What follows belongs to an exercise in optimizing a design on an open flow for small area, a short achievable clock period and few clock cycles per item; a production flow would make more cautious choices. Function was checked by simulation only, so behaviour that the tests miss may differ from the original. Power is estimated from default activity; no workload was simulated.

## el2_exu_div_ctl
module el2_exu_div_ctl
  (
   input logic           clk,                        
   input logic           rst_l,                      
   input logic           valid,                      
   input logic           unsign,                     
   input logic           rem,                        
   input logic  [31:0]   dividend,                   
   input logic  [31:0]   divisor,                    
   input logic           cancel,                     
   output logic          finish_dly,                 
   output logic [31:0]   out                         
  );
   function automatic logic [5:0] lzc32(input logic [31:0] x);
      logic [31:0]      v;
      logic [31:0][4:0] c;
      integer l, i, n;
      v = x;
      c = '0;
      n = 32;
      for (l = 0; l < 5; l = l + 1) begin
         for (i = 0; i < 16; i = i + 1)
            if (i < n / 2) begin
               c[i] = v[2*i+1] ? c[2*i+1] : (c[2*i] | (5'd1 << l));
               v[i] = v[2*i+1] | v[2*i];
            end
         n = n / 2;
      end
      lzc32 = {v[0], c[0]};
   endfunction
   function automatic logic [31:0] cneg32(input logic [31:0] x, input logic n);
      logic [31:0] o;
      integer d, i;
      o = x;
      for (d = 1; d < 32; d = d * 2)
         for (i = 0; i < 32; i = i + 1)
            if ((i / d) % 2 == 1)
               o[i] = o[i] | o[(i / d) * d - 1];
      cneg32 = x ^ ({o[30:0], 1'b0} & {32{n}});
   endfunction
   function automatic logic [32:0] add32(input logic [31:0] a, input logic [31:0] b, input logic ci);
      logic [31:0] g, p, gg, pp;
      logic [32:0] c;
      integer d, i;
      g  = a & b;
      p  = a ^ b;
      gg = g;
      pp = p;
      gg[0] = g[0] | (p[0] & ci);
      for (d = 1; d < 32; d = d * 2)
         for (i = 2 * d - 1; i < 32; i = i + 2 * d) begin
            gg[i] = gg[i] | (pp[i] & gg[i - d]);
            pp[i] = pp[i] & pp[i - d];
  ...
For scale: about 1900 cells after synthesis, about 110 flip-flops, roughly 100 I/O pins.
export LEC_CHECK = 0
export ABC_AREA = 1
export CAP_MARGIN = 20
export CORE_MARGIN = 2
export CORE_UTILIZATION = 30
export CTS_BUF_LIST = sky130_fd_sc_hd__clkbuf_8
export CTS_CLUSTER_SIZE = 30
export PLACE_DENSITY = 0.5
export SLEW_MARGIN = 20
export SETUP_SLACK_MARGIN = 8.0
export BUFFER_PORTS_ARGS = -buffer_cell sky130_fd_sc_hd__buf_1
create_clock -name core_clock -period 15.0 [get_ports {clk}]
standard.sh (not shown) runs the stock make flow with config.mk's settings and CLKGATE_MAP_FILE= SYNTH_SCRIPT=/design/flow/synth_recipe.tcl, a recipe that flattens the netlist after the stock synthesis.
==> flow/flow/run.sh <==
#!/bin/bash
set -e
echo "export SETUP_SLACK_MARGIN = 8.0" >> config.mk
echo "export BUFFER_PORTS_ARGS = -buffer_cell sky130_fd_sc_hd__buf_1" >> config.mk
cp config.mk config_used.log
bash standard.sh > standard.log 2>&1
Testbench counts at the start, summed over its fixed seeds: cycles 16,481, items 3,200.
Next try:
ABC_AREA = not set   (was 1)
CTS_BUF_LIST = not set   (was sky130_fd_sc_hd__clkbuf_8)
CTS_CLUSTER_SIZE = not set   (was 30)
What happened: The new run finished with timing, DRC and antenna clean; worst setup slack gets better by 0.030 ns; clock-buffer cell count came out lower by 1; clock skew barely changes; hold slack gains 0.043 ns.
Next try:
ABC_AREA = 1   (was not set)
Effect:
- synthesized area decreases by 0.43%
- via count increases by 11%
- routed wire length increases by 7.0%
- setup slack loses 0.022 ns
- sequential share of layout area increases by 0.50 points
- core utilization decreases by 0.50 points
- die area decreases by 0.42%
Next try:
==> flow/flow/run.sh (replaced) <==
#!/bin/bash
set -e
echo "export SETUP_SLACK_MARGIN = 8.5" >> config.mk
echo "export BUFFER_PORTS_ARGS = -buffer_cell sky130_fd_sc_hd__buf_2" >> config.mk
cp config.mk config_used.log
bash standard.sh > standard.log 2>&1
BUFFER_PORTS_ARGS = -buffer_cell sky130_fd_sc_hd__buf_2   (was -buffer_cell sky130_fd_sc_hd__buf_1)
SETUP_SLACK_MARGIN = 8.5   (was 8.0)
=> Final area is higher by a few percent; die area is unchanged; sequential power hardly moves; clock-buffer cell count is lower by 2; wire length is higher by a few percent; global-route usage is higher by 1.2 points; power is higher slightly; first-iteration DRC count is lower by roughly a tenth.
Next try:
==> flow/flow/run.sh (replaced) <==
#!/bin/bash
set -e
echo "export SETUP_SLACK_MARGIN = 8.0" >> config.mk
echo "export BUFFER_PORTS_ARGS = -buffer_cell sky130_fd_sc_hd__buf_2" >> config.mk
cp config.mk config_used.log
bash standard.sh > standard.log 2>&1
SETUP_SLACK_MARGIN = 8.0   (was 8.5)
Outcome: Non-clock buffer count decreases by 12; via count is lower by 1.9%; power falls by 3.0%; global-route usage falls by 1.2 points.

## what the ideal ports hide
The flow's constraints put no driver on any port. The routed layouts listed below were extracted and timed again, unchanged, in two steps.
Step 1: set_driving_cell puts a clkbuf_16 on clk and a buf_2 on each other input, an assumption about the parent block.
Step 2 adds t to the input delays and takes it off the output delays; t is the mean of the earliest and latest rising clock arrival at the registers after step 1. Input paths then give back, and output paths get back, about the clock's delay inside the block.
Slacks: ideal / step 1 / step 2; pairs: ideal / step 1.
run	t (ns)	setup WS [ns]	worst slew at a driven data input, ns	pins driven straight from the clock port
the first run	0.444	8.056 / 8.037 / 7.904	0.04	1
the second run	0.423	8.087 / 8.060 / 7.721	0.04	1
the third run	0.416	8.064 / 8.045 / 7.879	0.04	1
the fourth run	0.441	8.253 / 8.211 / 8.168	0.05	1
the fifth run	0.417	8.094 / 8.076 / 7.847	0.04	1
After both steps setup and hold are still met in every run listed. The setup slack of the second run, which loses most, moves by -0.027 ns with the drivers and by -0.366 ns with both steps.
